What follows belongs to an exercise in optimizing a design on an open flow for a short achievable clock period and few clock cycles; a production flow would make more cautious choices. Only simulation tests tie the RTL to the original design; equivalence was not proved. Power is estimated from default activity; no workload was simulated.

## flow/design.v

```verilog
module CHIP(clk,
            rst_n,
            mem_wen_D,
            mem_addr_D,
            mem_wdata_D,
            mem_rdata_D,
            mem_addr_I,
            mem_rdata_I
    );
    parameter width = 32;
    input         clk, rst_n ;
    output        mem_wen_D  ;   
    output [31:0] mem_addr_D ;   
    output [31:0] mem_wdata_D;   
    input  [31:0] mem_rdata_D;   
    output [31:0] mem_addr_I ;   
    input  [31:0] mem_rdata_I;   
    reg  [width-1:0] PC_r,PC_w ;
    wire [width-1:0] reg_rdata_1 , reg_rdata_2, alusrc_data , o_immgen ,alu_result ,write_data_reg,final_read;
    wire [width-1:0] i_r_instruction  ,o_addr_mem,i_data_mem ,PC_PLUS4;
    wire [6:0] i_opcode,i_func7;
    wire [4:0] i_rs1,i_rs2,i_rd_or_imm;
    wire [3:0] o_aluctrol;
    wire [2:0] i_func3;
    wire [1:0] aluop;
    wire zero , jalr,jal, jal_or_jalr, branch ,memread,memtoreg ,memwrite,alusrc,regwrite;
    wire PCINS_CTRL;
    assign mem_addr_I    = PC_r;
    assign mem_addr_D    = alu_result;  
    assign mem_wdata_D   = o_addr_mem;
    assign mem_wen_D     = memwrite ;
    assign i_opcode      = i_r_instruction[6:0];
    assign i_rd_or_imm   = i_r_instruction[11:7];
    assign i_func3       = i_r_instruction[14:12];
    assign i_rs1         = i_r_instruction[19:15];
    assign i_rs2         = i_r_instruction[24:20];
    assign i_func7       = i_r_instruction[31:25];
    assign PCINS_CTRL    = jal | (branch & zero);
    assign PC_PLUS4      = PC_r+32'd4;
    REG_FILE #(.BITS(5),.WIDTH(32)) registerfile_01(.read_reg_1(i_rs1),.read_reg_2(i_rs2),.write_reg(i_rd_or_imm),
                                                    .regWrite(regwrite),.clk(clk),.rst_n(rst_n),.write_data(write_data_reg),
                                                    .read_data_1(reg_rdata_1),.read_data_2(reg_rdata_2));
    ALU #(.BITS(32)) chipalu01(.i_a(reg_rdata_1),.i_b(alusrc_data),.i_ctrl(o_aluctrol),.o_zero(zero),.o_result(alu_result));
    ENDIAN_CONV endconv01(.i_endians(mem_rdata_I),.o_endians(i_r_instruction));  
    ENDIAN_CONV endconv02(.i_endians(reg_rdata_2),.o_endians(o_addr_mem));   
    ENDIAN_CONV endconv03(.i_endians(mem_rdata_D),.o_endians(i_data_mem));   
    MUX2to1 #(.BITS(32)) MUX_01(.i_a(PC_PLUS4),.i_b(final_read),.muxctrol(jal_or_jalr),.o_result(write_data_reg));
    MUX2to1 #(.BITS(32)) MUX_02(.i_a(o_immgen),.i_b(reg_rdata_2),.muxctrol(alusrc),.o_result(alusrc_data));  
    MUX2to1 #(.BITS(32)) MUX_03(.i_a(i_data_mem),.i_b(alu_result),.muxctrol(memtoreg),.o_result(final_read));   
    immGEN #(.WIDTH(32)) immedgene01(.i_instruction(i_r_instruction),.gen_instruction(o_immgen));
    ALU_CTRL alu_control(.OP(aluop),.funct3(i_func3),.funct7(i_func7[5]),.alu_control(o_aluctrol));
    INS_CONTROL insCtrol01(.opcode(i_opcode),.jalr(jalr),.jal(jal),.jal_or_jalr(jal_or_jalr),.branch(branch),
                           .memread(memread),.memtoreg(memtoreg),.aluop(aluop),
                           .memwrite(memwrite),.alusrc(alusrc),.regwrite(regwrite));
    always @(*) begin 
         PC_w       = (jalr) ? reg_rdata_1 + o_immgen : (PCINS_CTRL) ? PC_r + o_immgen : PC_r + 4 ;
    end
    always @(posedge clk) begin 
          if(!rst_n) begin  
            PC_r <= 32'd0; 
          end
          else  begin       
            PC_r <= PC_w;
          end
    end
endmodule
module INS_CONTROL(
        input [6:0]opcode,
        output jalr,
        output jal,
        output jal_or_jalr,
        output branch,
        output memread,
        output memtoreg,
        output memwrite,
        output alusrc,
        output regwrite,
        output [1:0] aluop
 );
 reg [10:0] control;
 assign {jalr,jal,jal_or_jalr,branch,memread,memtoreg,memwrite,alusrc,regwrite,aluop[1:0]} = control;
 parameter JAL        = 7'b1101111;    
 parameter JALR       = 7'b1100111;    
 parameter BRANCH     = 7'b1100011;    
 parameter LOAD       = 7'b0000011;    
 parameter STORE      = 7'b0100011;    
 parameter ARITH      = 7'b0110011;    
 always@(*)
 begin
  case (opcode)  
    JAL:     control = 11'b01100101100;   
    JALR:    control = 11'b10100101100;   
    BRANCH:  control = 11'b00010000000;    
    LOAD:    control = 11'b00001101100;  
    STORE:   control = 11'b00000011000;  
    ARITH:   control = 11'b00000000110;  
    default: control = 11'b00000000000; 
  endcase
 end
endmodule
module REG_FILE #( parameter BITS=5,parameter WIDTH =32)(  
    input  [BITS-1:0] read_reg_1,
    input  [BITS-1:0] read_reg_2,
    input  [BITS-1:0] write_reg,
    input  regWrite,
    input  clk,
    input  rst_n,
    input  [WIDTH-1:0] write_data,
    output [WIDTH-1:0] read_data_1,
    output [WIDTH-1:0] read_data_2
 );
  integer  idx;
  reg [WIDTH-1:0] reg_r [0:WIDTH-1];
  reg [WIDTH-1:0] reg_w [0:WIDTH-1];
  assign  read_data_1  =   reg_r[read_reg_1];
  assign  read_data_2  =   reg_r[read_reg_2];
  always @(*) begin
    for(idx=0; idx<WIDTH; idx=idx+1) begin 
         reg_w[idx]  = reg_r[idx]; 
      end
  end
 always @(posedge clk   ) begin
  if(!rst_n) begin
    for(idx=0; idx<WIDTH; idx=idx+1) begin 
         reg_r[idx] <= 32'd0; 
    end
  end
  else begin 
      if(regWrite == 1'b1 & write_reg != 5'd0) begin
        reg_r[ write_reg ] <= write_data;
      end
      else begin 
          for(idx=0; idx<WIDTH; idx=idx+1) begin 
              reg_r[idx] <= reg_w[idx]; 
           end
      end
  end
 end
endmodule
module ALU #( parameter BITS =32
 )(
    input [BITS-1:0] i_a,
    input [BITS-1:0] i_b,
    input [3:0] i_ctrl,
    output  o_zero,  
    output  [BITS-1:0] o_result
 );
   parameter AND      = 4'b0000;
   parameter OR       = 4'b0001;
   parameter ADD      = 4'b0010;  
   parameter SUBTRACT = 4'b0110;   
   parameter SLT      = 4'b1000;
  reg [31:0 ] in_result ;
  reg in_zero;
   assign   o_result = in_result ;
   assign   o_zero   = in_zero  ;
    always @(*) begin
      case(i_ctrl)
        AND:begin
            in_zero     = 1'b0;
            in_result   = i_a & i_b;
        end
        OR: begin
            in_zero     = 1'b0;
            in_result   = i_a | i_b;
        end
        ADD :begin 
             in_zero     = 1'b0;
             in_result = i_a + i_b;
        end
        SUBTRACT: begin 
            in_zero     =  (i_a == i_b) ? 1'b1 : 1'b0;
            in_result   =  i_a - i_b;
        end
        SLT : begin 
            in_zero     = 1'b0 ;
            in_result   = ($signed(i_a) < $signed(i_b)) ? 32'd1 : 32'd0;
        end
        default: begin 
            in_zero     = 1'b0;
            in_result   = 32'd0;
        end
      endcase
    end
endmodule
module immGEN #(parameter WIDTH =32)(    
    input [WIDTH-1:0] i_instruction,
    output [WIDTH-1:0] gen_instruction
 );
 reg [WIDTH-1:0] gened;
 assign gen_instruction = gened;
 always @(*) begin
    case(i_instruction[6:0]) 
    7'b1100011:  begin  
         gened  = {{{WIDTH-12}{i_instruction[31]}},i_instruction[7],i_instruction[30:25],i_instruction[11:8],1'b0};
    end
    7'b1101111: begin   
         gened  = {{{WIDTH-20}{i_instruction[31]}},i_instruction[19:12], i_instruction[20] ,i_instruction[30:25],i_instruction[24:21],1'b0};
    end
    7'b1100111: begin   
        gened  ={{{WIDTH-11}{i_instruction[31]}},i_instruction[30:25],i_instruction[24:21],i_instruction[20]};
    end
    7'b0000011: begin   
        gened  ={{{WIDTH-11}{i_instruction[31]}},i_instruction[30:25],i_instruction[24:21],i_instruction[20]};
    end
    7'b0100011: begin   
        gened  ={{{WIDTH-11}{i_instruction[31]}},i_instruction[30:25],i_instruction[11:8],i_instruction[7]};
    end
    default: begin
         gened  = {WIDTH{1'b0}};
    end
  endcase
 end
endmodule
module ALU_CTRL(  
   input [1:0] OP,  
   input [2:0] funct3,
   input   funct7,
   output [3:0]alu_control
 );  
  assign  alu_control[0] = OP[1] & funct3[2] & funct3[1] & (!funct3[0]);
  assign  alu_control[1] = !(OP[1] & (!OP[0]) & funct3[1]);
  assign  alu_control[2] = ((!OP[1])  & (!funct3[1])) | (funct7 & OP[1]);
  assign  alu_control[3] = OP[1] & (!funct3[2]) & funct3[1];
endmodule
module  ENDIAN_CONV(
    input [31:0] i_endians,
    output [31:0] o_endians
 );
 assign  o_endians ={{i_endians[7:0]} ,{i_endians[15:8]} ,{i_endians[23:16]} ,{i_endians[31:24]}};
endmodule
module MUX2to1#(parameter BITS=32) ( 
 input [BITS-1:0] i_a ,
 input [BITS-1:0] i_b ,
 input muxctrol,
 output [BITS-1:0] o_result
 );
 assign o_result =(muxctrol) ? i_a : i_b ;
endmodule
module adder #(parameter BITS=32) (
 input [BITS-1:0] i_a ,
 input [BITS-1:0] i_b,
 output o_result
 );
 assign o_result = i_a + i_b;
endmodule
```

## flow/run.sh

```bash
#!/bin/bash
# synth_recipe.tcl (not shown) runs the flow's synth.tcl, then flattens the netlist and writes it again
# the make line also repeats each setting of config.mk as NAME=value (left out here)
make -C /OpenROAD-flow-scripts/flow DESIGN_CONFIG=/design/flow/config.mk WORK_HOME=/design/flow/orfs CLKGATE_MAP_FILE= SYNTH_SCRIPT=/design/flow/synth_recipe.tcl finish
```

## flow/config.mk

```make
export PLATFORM = sky130hd
export DESIGN_NAME = CHIP
export DESIGN_NICKNAME = CHIP
export VERILOG_FILES = /design/flow/design.v
export SDC_FILE = /design/flow/constraint.sdc
export NUM_CORES = 4
export LEC_CHECK = 0
export CAP_MARGIN = 20
export CORE_MARGIN = 2
export CORE_UTILIZATION = 40
export SLEW_MARGIN = 20
```

## flow/constraint.sdc

```tcl
create_clock -name core_clock -period 10.5 [get_ports {clk}]
set_input_delay 2.1000 -clock core_clock [delete_from_list [all_inputs] [get_ports {clk}]]
set_output_delay 2.1000 -clock core_clock [all_outputs]
set_load 0.01 [all_outputs]
```

==> flow_metrics.py <==
metrics = {
    "run_status": {
        "outcome": "no timing/DRC/antenna violations",
    },
    "route": {
        "avgRoutedWirePerCell_um": 36.2,
        "dr.pass1.iters": 8,
        "viasPerCell": 6.65,
        "drc": 0,
        "num_vias": 46800,
        "first_iter_violations": 7361,
        "ant_nets": 0,
        "routed_wl_um": 255000,
    },
    "die": {
        "die_x_um": 400,
        "ios": 163,
        "start_util": 0.402,
        "die-area_mm2": 0.160,
        "core_area_mm2": 0.156,
        "rows": 145,
        "die_y_um": 400,
    },
    "finish": {
        "finalNonFillerCells": 7041,
        "final_nets": 5113,
        "multiInputGateArea_mm2": 0.0297,
        "regArea_mm2": 0.0314,
        "post-route-cell-area_mm2": 0.0713,
        "drive_above_1_share": 0.252,
        "finish.utilization": 0.457,
        "syn2layout_area_growth_pct": 13.7,
        "nFillCells": 13800,
    },
    "timing": {
        "whs_ns": 0.693,
        "min_period_ns": 10.31,
        "fin_skew_ns": 0.0461,
        "fin_setup_tns_ns": 0,
        "slew_headroom": 0.223,
        "fin_crit_sh": 0.982,
        "drv_slew": 0,
        "setup_viol_count_final": 0,
        "setup_slack_ns": 0.194,
        "rsz0062_at_grt": "no",
        "fmaxAchievable_mhz": 97.0,
        "final-hold-violation-count": 0,
        "worst_pin_slew_ns": 1.16,
    },
    "critical_path": {
        "r2r_end": "registerfile_01.reg_r[5][24]",
        "crit_arrival_ns": 8.21,
        "cp_top_family": "simple AND/OR/NAND/NOR gates",
        "critPathRequiredTime_ns": 8.40,
        "endpoint_kind": "output pin",
        "critical_path.startpoint_type": "input port",
        "crit_fanout": 7,
        "cp_common_cell": "or3_1",
        "cp_num_cells": 21,
        "slowest_delay_ns": 0.59,
        "crit_start": "mem_rdata_I[27]",
        "critPathKind": "in2out",
        "cp_slowest_cell": "clkdlybuf4s50_1",
        "critical_path_buf_inv_count": 5,
        "timing.rr.start": "registerfile_01.reg_r[31][0]",
        "r2r_cells": 19,
        "cp-endpoint": "mem_addr_D[29]",
        "r2r_slack_ns": 3.70,
        "path_cells": "clkdlybuf4s50_1 > or3_1 > or2_2 > or3_1 > nand2_1 > a22o_1 > o21ai_0 > buf_4 > inv_1 > ha_1 > a211oi_1 > o31ai_1 > and3_1 > a211o_1 > a21boi_0 > buf_4 > o311ai_1 > xor2_1 > o22ai_1 > or3_1 > clkdlybuf4s50_1",
    },
    "clock_tree": {
        "holdBufCountCts": 0,
        "cts.sinks": 1056,
        "root_buffer": "clkbuf_16",
        "cts_buffers": 108,
        "htree_levels": 3,
        "clk_pin_slew_ns": 0.06,
        "cts_setup_buffers": 0,
        "clk_latency_ns": 0.76,
        "cts_resized": 0,
        "cts_tree": "built",
        "cts_max_path_buffers": 3,
    },
    "logic_synthesis": {
        "synthCells": 4785,
        "synth_flop_cell": "edfxtp_1",
        "synth_top_area_frac": 0.491,
        "synthTopCellsByArea": "edfxtp_1, mux4_2, nor2_1, ha_1, clkbuf_1",
        "synth_edf_count": 1024,
        "syn_area_per_cell_um2": 13.1,
        "synth.most_common_cell": "nor2_1",
        "netlist_top_cells_count": "nor2_1, edfxtp_1, mux4_2, clkbuf_1",
        "ys.warnings.count": 6,
        "synthArstFlopShare": 0,
        "synthesis.area_mm2": 0.0627,
        "synth-seq-cells": 1056,
        "synth_cell_types": 92,
        "yosysTopAreaCell": "edfxtp_1",
        "ys_seq_area_frac": 0.501,
    },
    "placed_design": {
        "dp_hpwl_um": 162000,
        "io_buffer_count": 162,
        "place_area_mm2": 0.0677,
        "place.gp.congestion": 1.03,
        "pre_cts_slack_ns": 0.334,
        "dpl.cell_count": 6832,
    },
    "global_routing": {
        "grt_pass1_vias": 45100,
        "grt_pass1_wl_um": 351000,
        "antenna_found_initial": 9,
        "gr-total-overflow": 0,
        "grt_max_degree": 65,
        "gr-usage-all-layers": 0.316,
    },
    "power_and_ir_drop": {
        "powerDensity_mw_per_mm2": 170,
        "power_mw": 12.1,
        "leakage_nw": 25.5,
        "ir_worst_vdd_mv": 0.137,
    },
    "worst_hold_path": {
        "hold_path_class": "reg2reg",
    },
    "job": {
        "maxCapViolations": 0,
    },
}
logic make-up after synthesis:
logic type / count (synthesis) / synth area share
XOR/XNOR: 81 / 0.0113
AO/OA/AOI/OAI: 662 / 0.0724
buffers and inverters: 554 / 0.0350
adder cells (fa/ha/maj): 163 / 0.0330
AND/OR/NAND/NOR: 1556 / 0.104
multiplexers: 712 / 0.243
other: 1 / 0.0000599
flip-flops: 1056 / 0.501
layer usage:
layer  global-route usage  share of wire  up-vias
met4                0.158          0.058        6
met5                    0        0.00013        -
met3               0.0852           0.13      647
met2                0.483           0.45     3624
met1                0.415           0.36    23900
li1                     -              -    18600
sequential cells by signal, indices dropped and copies added (netlist names):
name and flops:
registerfile_01.reg_r 1024, PC_r 32
power breakdown:
group	switching [mW]	internal, mW
Clock	1.74	2.18
Sequential	0.0758	4.76
Combinational	2.19	1.15
tightest hold or removal path, delay by kind of cell, from the launching register on:
| family | cells | cell delay [ns] |
|---|---|---|
| DFF | 1 | 0.44 |
| AOI/OAI and AO/OA | 1 | 0.08 |
| and+or+nand+nor | 1 | 0.12 |
cell type report:
| cell class | count | area share |
|---|---|---|
| Multi-Input combinational cell | 3206 | 0.417 |
| Sequential cell | 1056 | 0.441 |
| Clock inverter | 67 | 0.00946 |
| Timing Repair Buffer | 401 | 0.0512 |
| Antenna cell | 7 | 0.000246 |
| Inverter | 111 | 0.00586 |
| Clock buffer | 135 | 0.0396 |
| Tap cell | 2058 | 0.0361 |
worst min-delay path by stage:
stage / startpoint / slack, ns / endpoint / cells after the start
finish: PC_r[0] / 0.69 / PC_r[0] / 2
global placement: PC_r[0] / 0.67 / PC_r[0] / 2
floorplan: PC_r[0] / 0.53 / PC_r[0] / 2
detailed placement: PC_r[0] / 0.69 / PC_r[0] / 2
CTS: PC_r[0] / 0.70 / PC_r[0] / 2
global route: PC_r[0] / 0.68 / PC_r[0] / 2
cells in the final DEF (no fill, tap or decap), types with 20 or more instances in the layout:
cell and count:
buf_4 222, inv_1 110, mux4_2 640, o21ai_0 106, nor4_1 36, nand2_1 115
xor2_1 31, mux2_2 56, nand2_2 43, a21oi_1 173, edfxtp_1 1024, ha_1 159
nand3_1 37, a21o_1 59, clkinv_2 22, conb_1 32, o21a_1 27, clkbuf_16 109
nor2_1 1066, nand2b_1 23, or2_2 25, clkbuf_1 26, a211oi_1 43, o21bai_1 20
clkdlybuf4s50_1 150, clkinv_1 25, xnor2_1 50, dfxtp_1 32, o22ai_1 22, nor3_1 80
and3_1 21
Testbench counts, summed over its fixed seeds: cycles 86,026.

afterwards: timing with drivers on the ports:
The results above use ideal ports. As a check the final layout listed here was re-extracted and re-timed, cells and wires unchanged.
Step 1, drivers: a clkbuf_16 drives clk and a buf_2 each remaining input, both assumed.
Step 2 adds t to the input delays and takes it off the output delays; t is the mean of the earliest and latest rising clock arrival at the registers after step 1. Input paths then give back, and output paths get back, about the clock's delay inside the block.
a / b / c = ideal / step 1 / step 2; a / b = the first two.
shift t [ns]: 0.821
setup WS [ns]: 0.194 / 0.164 / 0.164
hold WS [ns]: 0.693 / 0.693 / 0.693
worst register clock-pin slew, ns: 0.07 / 0.07
worst data-port slew with drivers (ns): 0.15
After both steps setup and hold are still met in this run. For this run, drivers alone change the setup slack by -0.030 ns; drivers and shift together by -0.030 ns.
